Context: an optimization exercise on an open-source flow, tuned for small area. The choices shown serve that exercise and are no tape-out recipe. Only simulation tests tie the RTL to the original design; equivalence was not proved.

## comp_cic
module comp_cic
#(  parameter Win=16,
    parameter Wcoef = 18,
    parameter Wout = 18,
    parameter Num_coef=17)
(input  signed [Win-1:0] id_data_filter,
 input ic_val_data,
 input ic_rst,
 input  clk,
 output signed [Wout-1:0] od_data_filter,
 output oc_val_data);
==> module comp_cic, before the edit <==
module comp_cic
#(  parameter Win=16,
    parameter Wcoef = 18,
    parameter Wout = 18,
    parameter Num_coef=17)
(input  signed [Win-1:0] id_data_filter,
 input ic_val_data,
 input ic_rst,
 input  clk,
 output signed [Wout-1:0] od_data_filter,
 output oc_val_data);
logic [1:0] ph;           
logic [1:0] qc;           
logic run, tail, pend, vld;
logic fresh;              
logic [15:0] xin;         
logic [255:0] ring;       
logic [8:0] cr;           
logic [18:0] acc;
wire start = (ic_val_data | pend) & (ph == 2'd3);
wire j15   = (qc == 2'd3) & (ph == 2'd3);
wire l15   = run & j15;
wire first = run & (qc == 2'd0) & (ph == 2'd0);
wire inbit = xin[{qc, ph}];
wire rd = run & ~fresh;
wire zb = run & fresh & j15;    
logic [16:0] tap;
always_comb begin
    tap[0] = inbit & run;
    for (int w = 1; w <= 16; w++)
        tap[w] = (ring[(w-1)*16] & rd) | zb;
end
logic [8:0] t, crn;
always_comb begin
    for (int k = 0; k <= 8; k++) begin
        logic a, b, c;
        a = tap[k];
        b = (k < 8) ? tap[16-k] : 1'b0;
        c = cr[k];
        t[k] = a ^ b ^ c;
        crn[k] = (a & b) | (a & c) | (b & c);
    end
end
logic [18:0] rin, rn;
assign rin = first ? 19'd490410 : acc;
comp_cic_mac tree (.t(t), .rin(rin), .rn(rn));
always_ff @(posedge clk) begin
    cr  <= crn;
    acc <= rn;
    if (ic_val_data) xin <= {~id_data_filter[15], id_data_filter[14:0]};
    for (int w = 1; w <= 16; w++)
        for (int q = 0; q < 4; q++) begin
            ring[(w-1)*16 + q*4 +: 3] <= ring[(w-1)*16 + q*4 + 1 +: 3];
            if (!run)
                ring[(w-1)*16 + q*4 + 3] <= ring[(w-1)*16 + q*4];
            else if (q < 3)
                ring[(w-1)*16 + q*4 + 3] <= ring[(w-1)*16 + q*4 + 4];
            else
                ring[(w-1)*16 + q*4 + 3] <= (w == 1) ? inbit : tap[w-1];
        end
end
always_ff @(posedge clk) begin
    if (ic_rst) begin
        ph <= 2'd0; qc <= 2'd0;
        run <= 1'b0; tail <= 1'b0; pend <= 1'b0; vld <= 1'b0;
        fresh <= 1'b1;
    end else begin
        ph   <= ph + 2'd1;
        tail <= l15;
        vld  <= tail;
        if (start) begin
            run <= 1'b1; pend <= 1'b0;
        end else if (ic_val_data)
            pend <= 1'b1;
        if (run && ph == 2'd3) begin
            qc <= qc + 2'd1;
            if (qc == 2'd3) begin
                run <= 1'b0;
                fresh <= 1'b0;
            end
        end
    end
end
assign od_data_filter = acc[17:0];
assign oc_val_data = vld;
endmodule
==> flow/config.mk <==
export PLATFORM = sky130hd
export DESIGN_NAME = comp_cic
export DESIGN_NICKNAME = comp_cic
export VERILOG_FILES = /design/flow/design.v
export SDC_FILE = /design/flow/constraint.sdc
export NUM_CORES = 4
export LEC_CHECK = 0
export CAP_MARGIN = 20
export CORE_MARGIN = 2
export CORE_UTILIZATION = 40
export SLEW_MARGIN = 20
export SYNTH_MEMORY_MAX_BITS = 4096
==> flow/constraint.sdc <==
create_clock -name core_clock -period 10.0 [get_ports {clk}]
set_input_delay 2.0000 -clock core_clock [delete_from_list [all_inputs] [get_ports {clk}]]
set_output_delay 2.0000 -clock core_clock [all_outputs]
set_load 0.01 [all_outputs]
standard.sh (not shown) runs the stock make flow with config.mk's settings and CLKGATE_MAP_FILE= SYNTH_SCRIPT=/design/flow/synth_recipe.tcl, a recipe that flattens the netlist after the stock synthesis.
==> flow/flow/run.sh <==
#!/bin/bash
# The standard layout (standard.sh) with these changes:
# - after the standard synthesis, flow/invpol.py rewrites the netlist to
#   remove inverters between full adders (it only re-polarises full adders
#   and rebuilds inverters; registers are untouched);
# - the clock tree is built from clkbuf_8 cells in clusters of up to 16 sinks,
#   without dummy loads;
# - the port buffers are buf_1 cells.
set -euo pipefail
export CTS_ARGS="-sink_clustering_enable -repair_clock_nets -dont_use_dummy_load -buf_list sky130_fd_sc_hd__clkbuf_8 -sink_clustering_size 16 -sink_clustering_max_diameter 60"
export BUFFER_PORTS_ARGS="-buffer_cell sky130_fd_sc_hd__buf_1"
bash standard.sh synth > standard_synth.log 2>&1
NET=orfs/results/$FLOW_PLATFORM/comp_cic/base/1_2_yosys.v
cp "$NET" 1_2_yosys.before_invpol.v
python3 flow/invpol.py "$NET" > invpol.log 2>&1
rm -f orfs/results/$FLOW_PLATFORM/comp_cic/base/1_synth.odb orfs/results/$FLOW_PLATFORM/comp_cic/base/1_synth.sdc
bash standard.sh > standard_flow.log 2>&1
Other scripts of this flow, unchanged in this note and not shown: flow/flow/invpol.py
Rerun with:
--- a/flow/design.v
+++ b/flow/design.v
@@ -253,5 +253,5 @@
 logic [15:0] xin;         
 logic [255:0] ring;       
-logic [8:0] cr;           
+logic [7:0] cr;           
 logic [18:0] acc;
 wire start = (ic_val_data | pend) & (ph == 2'd3);
@@ -268,15 +268,16 @@
         tap[w] = (ring[(w-1)*16] & rd) | zb;
 end
-logic [8:0] t, crn;
+logic [7:0] tp, crn;
 always_comb begin
-    for (int k = 0; k <= 8; k++) begin
+    for (int k = 0; k < 8; k++) begin
         logic a, b, c;
         a = tap[k];
-        b = (k < 8) ? tap[16-k] : 1'b0;
+        b = tap[16-k];
         c = cr[k];
-        t[k] = a ^ b ^ c;
+        tp[k] = a ^ b ^ c;
         crn[k] = (a & b) | (a & c) | (b & c);
     end
 end
+wire [8:0] t = {tap[8], tp};
 logic [18:0] rin, rn;
 assign rin = first ? 19'd490410 : acc;
Utilization increases by 0.56 points.
Cell area fell slightly.
Global-route usage falls by 0.34 points.
Final cell count decreases slightly.
Fmax rose slightly.
Via count is lower by a few percent.

## port drivers added, routing unchanged
Ports are ideal in the flow. The routed layouts listed here were re-timed in OpenROAD.
Step 1 assumes that a clkbuf_16 drives the clock port and a buf_2 every other input.
Step 2 moves the port delays by t, midway between the first and last clock arrival at a register: inputs arrive t later, outputs are due t later. That takes back most of the time a late clock gives input paths.
Three values: no drivers, after step 1, after step 2; two values: the first two.
run | shift t [ns] | slack for setup (ns) | hold WS [ns] | pins driven straight from the clock port
the first run | 0.569 | 0.533 / 0.533 / 0.533 | 0.284 / 0.284 / 0.284 | 1
the second run | 0.546 | 0.681 / 0.681 / 0.681 | 0.318 / 0.318 / 0.318 | 1
After both steps every run listed still meets setup and hold.
